What follows belongs to an exercise in optimizing a design on an open flow for small area, a short achievable clock period and few clock cycles per item; a production flow would make more cautious choices. Function was checked by simulation only, so behaviour that the tests miss may differ from the original. Power is estimated from default activity; no workload was simulated.

[design/flow/constraint.sdc]
create_clock -name core_clock -period 6.0 [get_ports {clk}]
set_input_delay 1.2000 -clock core_clock [delete_from_list [all_inputs] [get_ports {clk}]]
set_output_delay 1.2000 -clock core_clock [all_outputs]
set_load 0.01 [all_outputs]
[design/flow/config.mk]
export PLATFORM = sky130hd
export DESIGN_NAME = decision_tree_pipelined
export DESIGN_NICKNAME = decision_tree_pipelined
export VERILOG_FILES = /design/flow/design.v
export SDC_FILE = /design/flow/constraint.sdc
export NUM_CORES = 4
export LEC_CHECK = 0
export CAP_MARGIN = 20
export CORE_MARGIN = 2
export CORE_UTILIZATION = 40
export SLEW_MARGIN = 20
[design/flow/design.v]
`timescale 1ns / 1ps
module decision_tree_pipelined #(
    parameter MAX_NODES  = 64,
    parameter MAX_DEPTH  = 6,                     
    parameter ADDR_WIDTH = $clog2(MAX_NODES)
)(
    input  logic         clk,
    input  logic         rst,
    input  logic  [7:0]  market_input,
    input  logic         start,
    output logic  [1:0]  action,
    output logic         action_valid,
    input  logic                  sw_we,
    input  logic [ADDR_WIDTH-1:0] sw_addr,
    input  logic                  sw_data_is_leaf,
    input  logic [7:0]            sw_data_threshold,
    input  logic                  sw_data_less_than,
    input  logic [ADDR_WIDTH-1:0] sw_data_left_idx,
    input  logic [ADDR_WIDTH-1:0] sw_data_right_idx,
    input  logic [1:0]            sw_data_action
);
typedef struct packed {
    logic                  is_leaf;
    logic [7:0]            threshold;
    logic                  less_than;
    logic [ADDR_WIDTH-1:0] left_idx;
    logic [ADDR_WIDTH-1:0] right_idx;
    logic [1:0]            action;
} node_t;
localparam NODE_W = 1 + 8 + 1 + 2*ADDR_WIDTH + 2;           
logic [NODE_W-1:0] tree_mem [0:MAX_NODES-1];    
always_ff @(posedge clk) begin
    if (sw_we) begin
        tree_mem[sw_addr] <= {sw_data_is_leaf, sw_data_threshold,
                              sw_data_less_than, sw_data_left_idx,
                              sw_data_right_idx, sw_data_action};
    end
end
logic                  pipe_valid    [0:MAX_DEPTH];
logic                  pipe_resolved [0:MAX_DEPTH];
logic [ADDR_WIDTH-1:0] pipe_node_idx [0:MAX_DEPTH];
logic [7:0]            pipe_input    [0:MAX_DEPTH];
logic [1:0]            pipe_result   [0:MAX_DEPTH];
always_ff @(posedge clk or posedge rst) begin
    if (rst) begin
        pipe_valid[0]    <= 1'b0;
        pipe_resolved[0] <= 1'b0;
        pipe_node_idx[0] <= '0;
        pipe_input[0]    <= '0;
        pipe_result[0]   <= '0;
    end else begin
        pipe_valid[0]    <= start;
        pipe_resolved[0] <= 1'b0;            
        pipe_node_idx[0] <= '0;              
        pipe_input[0]    <= market_input;    
        pipe_result[0]   <= '0;
    end
end
genvar s;
generate
    for (s = 1; s <= MAX_DEPTH; s++) begin : stage
        node_t                  cur_node;
        logic                   cond;
        logic [ADDR_WIDTH-1:0]  next_idx;
        always_comb begin
            cur_node = tree_mem[pipe_node_idx[s-1]];
            cond     = cur_node.less_than
                         ? (pipe_input[s-1] < cur_node.threshold)
                         : (pipe_input[s-1] > cur_node.threshold);
            next_idx = cond ? cur_node.left_idx : cur_node.right_idx;
        end
        always_ff @(posedge clk or posedge rst) begin
            if (rst) begin
                pipe_valid[s]    <= 1'b0;
                pipe_resolved[s] <= 1'b0;
                pipe_node_idx[s] <= '0;
                pipe_input[s]    <= '0;
                pipe_result[s]   <= '0;
            end else begin
                pipe_valid[s]    <= pipe_valid[s-1];
                pipe_input[s]    <= pipe_input[s-1];
                if (!pipe_valid[s-1]) begin
                    pipe_resolved[s] <= 1'b0;
                    pipe_node_idx[s] <= '0;
                    pipe_result[s]   <= '0;
                end
                else if (pipe_resolved[s-1]) begin
                    pipe_resolved[s] <= 1'b1;
                    pipe_node_idx[s] <= pipe_node_idx[s-1];
                    pipe_result[s]   <= pipe_result[s-1];
                end
                else if (cur_node.is_leaf) begin
                    pipe_resolved[s] <= 1'b1;
                    pipe_node_idx[s] <= pipe_node_idx[s-1];
                    pipe_result[s]   <= cur_node.action;
                end
                else begin
                    pipe_resolved[s] <= 1'b0;
                    pipe_node_idx[s] <= next_idx;
                    pipe_result[s]   <= '0;
                end
            end
        end
    end
endgenerate
always_ff @(posedge clk or posedge rst) begin
    if (rst) begin
        action       <= '0;
        action_valid <= 1'b0;
    end else begin
        action_valid <= pipe_valid[MAX_DEPTH] & pipe_resolved[MAX_DEPTH];
        action       <= pipe_result[MAX_DEPTH];
    end
end
endmodule
[design/flow/run.sh]
#!/bin/bash
# synth_recipe.tcl (not shown) runs the flow's synth.tcl, then flattens the netlist and writes it again
# the make line also repeats each setting of config.mk as NAME=value (left out here)
make -C /OpenROAD-flow-scripts/flow DESIGN_CONFIG=/design/flow/config.mk WORK_HOME=/design/flow/orfs CLKGATE_MAP_FILE= SYNTH_SCRIPT=/design/flow/synth_recipe.tcl finish
==> results of run 1 <==
-- flip-flops by register name, summed over array words and instances, names as in the netlist --
signal         count
pipe_input        40
tree_mem        1536
pipe_valid         7
pipe_node_idx     30
pipe_result       12
action             2
action_valid       1
pipe_resolved      6
-- metrics by stage --
stage / hold WS [ns] / power [mW] / setup slack, ns
floorplan: 0.331 / 20.9 / 1.08
global placement: 0.335 / 24.6 / 0.897
detailed placement: 0.343 / 24.5 / 0.846
CTS: 0.356 / 36.2 / 0.804
global route: 0.364 / 37.1 / 0.682
finish: 0.351 / 36.3 / 0.703
-- cells in the mapped netlist, types with 5 or more instances --
cell type | count | area, um^2
buf_6 | 41 | 462
nor2_1 | 81 | 304
dfrtp_1 | 98 | 2450
mux4_2 | 2020 | 45500
o211ai_1 | 9 | 67.6
mux2_2 | 21 | 236
buf_8 | 5 | 75.1
o21ai_0 | 15 | 75.1
buf_1 | 53 | 199
o211a_1 | 10 | 100
ha_1 | 40 | 500
a21oi_1 | 25 | 125
mux4_1 | 25 | 657
o21a_1 | 11 | 82.6
nor3_1 | 6 | 30.0
mux2i_1 | 37 | 370
a211oi_1 | 10 | 75.1
and2_1 | 11 | 68.8
inv_1 | 45 | 169
a21o_1 | 6 | 45.0
nand4_1 | 12 | 75.1
nor2b_1 | 20 | 125
buf_4 | 23 | 173
edfxtp_1 | 1536 | 46100
nand2_1 | 43 | 161
nand3_1 | 11 | 55.1
buf_2 | 131 | 656
a22o_1 | 7 | 61.3
mux4_4 | 6 | 150
clkbuf_1 | 232 | 871
a21boi_0 | 7 | 52.6
nand2b_1 | 25 | 156
-- layout make-up --
type	count	area, um^2
clock inverter	111	1240
timing repair buffer	250	3020
antenna	18	45.0
tap	3348	4190
multi-input combinational	2503	49900
sequential	1634	48700
clock buffer	234	4980
inverter	46	179
fill	20816	138000
-- metal layers --
metal  share of wire  wire length [um]  vias to the layer above
li1                -                 -                    21783
met3            0.13             50900                      952
met1            0.35            137000                    34040
met5         0.00023                88                        -
met2            0.46            179000                     5043
met4           0.056             21900                       14
-- cells in the final DEF, fill, tap and decap left out, types with 12 or more instances in the layout --
master	netlist	routed
a21oi_1	25	25
buf_12	0	90
buf_2	131	12
buf_4	23	128
bufinv_16	0	21
clkbuf_1	232	35
clkbuf_16	0	187
clkbuf_8	0	12
clkdlybuf4s50_1	0	20
clkinv_1	0	26
clkinv_2	0	35
clkinvlp_4	0	13
dfrtp_1	98	73
dfrtp_4	0	24
diode_2	0	18
edfxtp_1	1536	1536
ha_1	40	40
inv_1	45	44
mux2_2	21	21
mux2i_1	37	37
mux4_1	25	25
mux4_2	2020	2020
nand2_1	43	43
nand2b_1	25	25
nand4_1	12	12
nor2_1	81	21
nor2_4	0	60
nor2b_1	20	20
o21ai_0	15	15
-- worst paths after layout --
kind / cells past startpoint / endpoint / slack, ns
worst max register to register: 14 / pipe_node_idx[4][1] / 0.70
worst max-delay path: 14 / pipe_node_idx[4][1] / 0.70
worst min register to register: 0 / action[0] / 0.35
min in group asynchronous: 2 / action[1] / 0.82
max in group asynchronous: 3 / pipe_input[4][3] / 3.93
worst min-delay path: 0 / action[0] / 0.35
-- cells by family (layout without fill, tap and decap cells) --
family,count (synthesis),after routing,synth area share
other,0,18,0
AO/OA/AOI/OAI,131,131,0.00950
AND/OR/NAND/NOR,221,221,0.0106
adder cells (fa/ha/maj),40,40,0.00497
flip-flops,1634,1634,0.483
multiplexers,2111,2111,0.466
buffers and inverters,531,641,0.0259
-- power by group through the flow --
stage                     logic (mW)  registers, mW  clock network [mW]
after floorplan                 7.91           13.0                   0
after global routing            11.3           13.4                12.3
final                           11.0           13.4                11.8
after detailed placement        10.9           13.7                   0
after global placement          10.9           13.7                   0
after CTS                       10.9           13.4                11.9
==> flow_summary.json, run 1 <==
{
  "cts_resized": 0,
  "met3_usage": 0.0966,
  "pwr-share-clk": 0.325,
  "cp.arrival_ns": 6.01,
  "gp_congestion": 0.875,
  "worst_pin_slew_ns": 1.19,
  "drc": 0,
  "crit_slowest_cell": "dfrtp_4",
  "cpLargestDelayFamily": "multiplexers",
  "dr_total_vias": 61832,
  "ys_warn_count": 6,
  "worst_path_most_repeated_cell": "mux4_2",
  "status": "no timing/DRC/antenna violations",
  "pin_count": 45,
  "ant_nets": 0,
  "start_util": 0.401,
  "nets": 4702,
  "synthArstFlopShare": 0.0600,
  "cts-hold-fix-buffers": 0,
  "cts_buffers": 185,
  "cp_cell_sequence": "buf_4 -> mux4_2 -> mux4_2 -> mux4_2 -> inv_1 -> ha_1 -> nor2b_1 -> o21a_1 -> o21a_1 -> o21bai_1 -> a21oi_1 -> a21oi_4 -> mux2_2 -> o211a_1",
  "ys_seq_area_frac": 0.483,
  "yosysUniqueCellTypes": 58,
  "skew_ns": 0.0361,
  "synth_edf_count": 1536,
  "post_cts_buffers": 0,
  "cp.required_ns": 6.71,
  "grtUsageMet1": 0.398,
  "final_core_util": 0.448,
  "path_max_fanout": 18,
  "clkSlewWorstSetupHoldPaths_ns": 0.06,
  "dp.final_hpwl_mm": 220,
  "synth_nets": 4750,
  "period_needed_ns": 5.30,
  "rsz0062_at_grt": "false",
  "drive_gt1_frac": 0.557,
  "power_per_cell_area_nw_per_um2": 323,
  "syn_area_um2": 101000,
  "slew_violations": 0,
  "setup_viol": 0,
  "worstSetupStartpoint": "pipe_node_idx[3][0]",
  "grt_first_pass_wirelength_mm": 526,
  "start_kind": "flip-flop",
  "irDropWorstVdd_v": 0.000340,
  "die_y_um": 506,
  "layout.cells.non_filler": 8144,
  "grt_pass1_vias": 60323,
  "synth_seq_cells": 1634,
  "areaGrowthSynthToFinish_pct": 11.5,
  "max_cap_viol_count": 0,
  "antenna_found_initial": 25,
  "netSwitchingPower_mw": 11.3,
  "min_path_type": "flip-flop to flip-flop",
  "grt_use_total": 0.302,
  "via_per_inst": 7.59,
  "rows": 184,
  "clk_latency_ns": 0.86,
  "routed_wl_mm": 388,
  "path_buf_inv": 2,
  "syn_avg_cell_area_um2": 21.6,
  "crit_type": "flip-flop to flip-flop",
  "fmax_mhz": 189,
  "r2r-start": "pipe_node_idx[3][0]",
  "cts.sinks": 1634,
  "drt_pass1_iterations": 6,
  "finalSetupTns_ns": 0,
  "routedWlPerCell_um": 47.6,
  "ys.flop_type": "edfxtp_1",
  "grt_util_met2": 0.456,
  "seq_power_share": 0.371,
  "busiest_layer": "met2",
  "combinationalPowerShare": 0.305,
  "synth_cells": 4668,
  "die_area_um2": 256000,
  "placedInstanceArea_um2": 106000,
  "dieWidth_um": 506,
  "cts-root-buf": "clkbuf_16",
  "portBuffers": 44,
  "gr-total-overflow": 0,
  "p_int_mw": 24.9,
  "power.leakage_nw": 32.3,
  "worstSetupEndpointType": "flip-flop",
  "final_area_um2": 112000,
  "htree_levels": 4,
  "coreArea_um2": 251000,
  "clockBufferDepth": 3,
  "drtIter0Drc": 10401,
  "maxSlewHeadroom": 0.207,
  "cts_tree": "done",
  "swShare": 0.312,
  "max_stage_delay_ns": 0.73,
  "period_share": 0.883,
  "hold_path_startpoint": "pipe_result[6][0]",
  "grt_max_degree": 111,
  "hold_viol": 0,
  "dpl.cell_count": 7781
}
Testbench counts, summed over its fixed seeds: cycles 21,040, items 20,480.
==> run 2, diff against run 1 <==
==> design/flow/design.v (replaced) <==
`timescale 1ns / 1ps
module decision_tree_pipelined #(
    parameter MAX_NODES  = 64,
    parameter MAX_DEPTH  = 6,
    parameter ADDR_WIDTH = $clog2(MAX_NODES)
)(
    input  logic         clk,
    input  logic         rst,
    input  logic  [7:0]  market_input,
    input  logic         start,
    output logic  [1:0]  action,
    output logic         action_valid,
    input  logic                  sw_we,
    input  logic [ADDR_WIDTH-1:0] sw_addr,
    input  logic                  sw_data_is_leaf,
    input  logic [7:0]            sw_data_threshold,
    input  logic                  sw_data_less_than,
    input  logic [ADDR_WIDTH-1:0] sw_data_left_idx,
    input  logic [ADDR_WIDTH-1:0] sw_data_right_idx,
    input  logic [1:0]            sw_data_action
);
localparam AW = ADDR_WIDTH;
localparam W  = 1 + 8 + 2*AW;           
localparam LV = MAX_DEPTH - 2;          
logic [W-1:0] mem [0:MAX_NODES-1];
logic         w_swap;
logic [7:0]   w_t;
logic [AW-1:0] w_a, w_b;
always_comb begin
    w_swap = !sw_data_less_than && (sw_data_threshold != 8'hff);
    w_t    = sw_data_less_than ? sw_data_threshold : sw_data_threshold + 8'd1;
    w_a    = w_swap ? sw_data_right_idx : sw_data_left_idx;
    w_b    = w_swap ? sw_data_left_idx  : sw_data_right_idx;
    if (sw_data_is_leaf) w_b[1:0] = sw_data_action;
end
genvar i;
generate
    for (i = 0; i < MAX_NODES; i++) begin : word
        always_ff @(posedge clk) begin
            if (sw_we && sw_addr == i)
                mem[i] <= {sw_data_is_leaf, w_t, w_a, w_b};
        end
    end
endgenerate
logic       v_in;
logic [7:0] x_in;
always_ff @(posedge clk or posedge rst) begin
    if (rst) v_in <= 1'b0;
    else     v_in <= start;
end
always_ff @(posedge clk) x_in <= market_input;
logic          c_v   [0:LV];
logic          c_r   [0:LV];      
logic [1:0]    c_act [0:LV];
logic [AW-1:0] c_n   [0:LV];
logic [7:0]    c_x   [0:LV];
logic [W-1:0] n0;
assign n0 = mem[0];
always_ff @(posedge clk or posedge rst) begin
    if (rst) c_v[0] <= 1'b0;
    else     c_v[0] <= v_in;
end
always_ff @(posedge clk) begin
    c_r[0]   <= n0[W-1];
    c_act[0] <= n0[1:0];
    c_n[0]   <= (x_in < n0[W-2 -: 8]) ? n0[2*AW-1 -: AW] : n0[AW-1:0];
    c_x[0]   <= x_in;
end
genvar s;
generate
    for (s = 1; s <= LV; s++) begin : lvl
        logic [MAX_NODES-1:0] sel;
        logic [W-1:0]         rd;
        always_comb begin
            sel = '0;
            sel[c_n[s-1]] = 1'b1;
            rd = '0;
            for (int k = 0; k < MAX_NODES; k++)
                rd = rd | (mem[k] & {W{sel[k]}});
        end
        logic          r_v;
        logic          r_r;
        logic [1:0]    r_act;
        logic [7:0]    r_x;
        logic [W-1:0]  r_d;
        always_ff @(posedge clk or posedge rst) begin
            if (rst) r_v <= 1'b0;
            else     r_v <= c_v[s-1];
        end
        always_ff @(posedge clk) begin
            r_r   <= c_r[s-1];
            r_act <= c_act[s-1];
            r_x   <= c_x[s-1];
            r_d   <= rd;
        end
        always_ff @(posedge clk or posedge rst) begin
            if (rst) c_v[s] <= 1'b0;
            else     c_v[s] <= r_v;
        end
        always_ff @(posedge clk) begin
            c_r[s]   <= r_r | r_d[W-1];
            c_act[s] <= r_r ? r_act : r_d[1:0];
            c_n[s]   <= (r_x < r_d[W-2 -: 8]) ? r_d[2*AW-1 -: AW] : r_d[AW-1:0];
            c_x[s]   <= r_x;
        end
    end
endgenerate
logic [MAX_NODES-1:0] l_sel;
logic                 l_leaf;
logic [1:0]           l_act;
always_comb begin
    l_sel = '0;
    l_sel[c_n[LV]] = 1'b1;
    l_leaf = 1'b0;
    l_act  = '0;
    for (int k = 0; k < MAX_NODES; k++) begin
        l_leaf = l_leaf | (mem[k][W-1] & l_sel[k]);
        l_act  = l_act  | (mem[k][1:0] & {2{l_sel[k]}});
    end
end
always_ff @(posedge clk or posedge rst) begin
    if (rst) begin
        action       <= '0;
        action_valid <= 1'b0;
    end else begin
        action_valid <= c_v[LV] & (c_r[LV] | l_leaf);
        action       <= c_r[LV] ? c_act[LV] : l_act;
    end
end
endmodule
==> run 2 against run 1 <==
The flow now stops in 5_1_grt. Synthesized cell count up 57%. Synthesized area down 17%.
==> flow_summary.json, run 2 <==
{
  "yosysTopAreaCell": "edfxtp_1",
  "dieWidth_um": 462,
  "ys_warn_count": 7,
  "yosysMostFrequentCell": "edfxtp_1",
  "cts-root-buf": "clkbuf_16",
  "ys_seq_area_frac": 0.535,
  "gp_congestion": 1.43,
  "dp.final_hpwl_mm": 642,
  "synthArstFlopShare": 0.00828,
  "cts-hold-fix-buffers": 0,
  "start_util": 0.402,
  "grt_pass1_vias": 116895,
  "htree_levels": 4,
  "cts_buffers": 181,
  "gr-total-overflow": 5921,
  "yosysUniqueCellTypes": 108,
  "portBuffers": 44,
  "pin_count": 45,
  "grt_first_pass_wirelength_mm": 1380,
  "synth_cells": 7348,
  "pre_cts_slack_ns": 1.01,
  "post_cts_buffers": 0,
  "synth_nets": 7446,
  "synth_edf_count": 1344,
  "ys_top_cells_by_area": "edfxtp_1 (48%), a22oi_1 (11%), dfxtp_1 (5.1%)",
  "clockBufferDepth": 3,
  "synth_seq_cells": 1570,
  "status": "did not finish",
  "grt_use_total": 0.961,
  "ys.flop_type": "edfxtp_1",
  "syn_avg_cell_area_um2": 11.4,
  "grt_max_degree": 68,
  "rows": 168,
  "error": "[ERROR GRT-0116] Global routing finished with congestion. Check the congestion regions in the DRC Viewer.",
  "synth_commonest_cells": "edfxtp_1 (1344), a22oi_1 (1259), clkbuf_1 (528), nand2_1 (452), a22o_1 (421)",
  "die_y_um": 462,
  "cts.sinks": 1570,
  "lastStage": "5_1_grt",
  "cts_resized": 0,
  "syn_area_um2": 84000,
  "synth_top_area_share": 0.481
}
run 2: routing by layer:
metal | overflow | track usage
met1 | 1045 | 0.962
met2 | 2342 | 1.01
met3 | 1111 | 0.928
met4 | 1253 | 0.929
met5 | 170 | 0.841
run 2: worst max-delay path by stage:
stage	startpoint	to
floorplan	sw_data_threshold[0]	mem[0][0]
global placement	c_n[2][0]	lvl[3].r_d[14]
detailed placement	sw_data_threshold[0]	mem[48][1]
CTS	c_n[2][0]	lvl[3].r_d[6]
run 2: metrics by stage:
stage / std cells / hold slack, ns / area, um^2
4_1_cts: 10725 / 0.325 / 102000
3_5_place_dp: 10382 / 0.312 / 95200
3_3_place_gp: 10360 / 0.310 / 94800
2_1_floorplan: 7348 / 0.310 / 84000
run 2: cell families after synthesis:
group,Yosys count,share of synthesized area
fa+ha+maj,56,0.00834
flops,1570,0.535
xor+xnor,25,0.00261
buf+inv,716,0.0337
mux,119,0.0153
simple gates,1877,0.120
compound gates,2985,0.285
run 2: power groups by stage:
stage	sequential (mW)	clock, mW	combinational (mW)
2_1_floorplan	12.9	0	8.24
3_3_place_gp	13.6	0	20.6
3_5_place_dp	13.6	0	20.7
4_1_cts	13.3	12.2	20.7
Testbench counts of run 2, summed over its fixed seeds: cycles 21,280, items 20,480.

==> separate check: timing with driven ports <==
Ports are ideal in the flow. The routed layout listed here was re-timed in OpenROAD.
Step 1 sets driving cells, clkbuf_16 on the clock port and buf_2 on the other inputs (assumed; they add their load-dependent delay and slew).
Step 2 times the ports against the registers' clock, not the clock port: input delays grow and output delays shrink by t, the midpoint of the rising clock arrivals with the driver on.
a / b / c = ideal / step 1 / step 2; a / b = the first two.
run: run 1
t, ns: 0.946
setup slack, ns: 0.703 / 0.703 / 0.703
worst register clock-pin slew, ns: 0.07 / 0.07
worst data-port slew with drivers (ns): 0.24
cell pins on the clock port's net: 1
After both steps run 1 still meets setup and hold. The setup slack of run 1 moves by 0.000 ns with the drivers and by 0.000 ns with both steps.
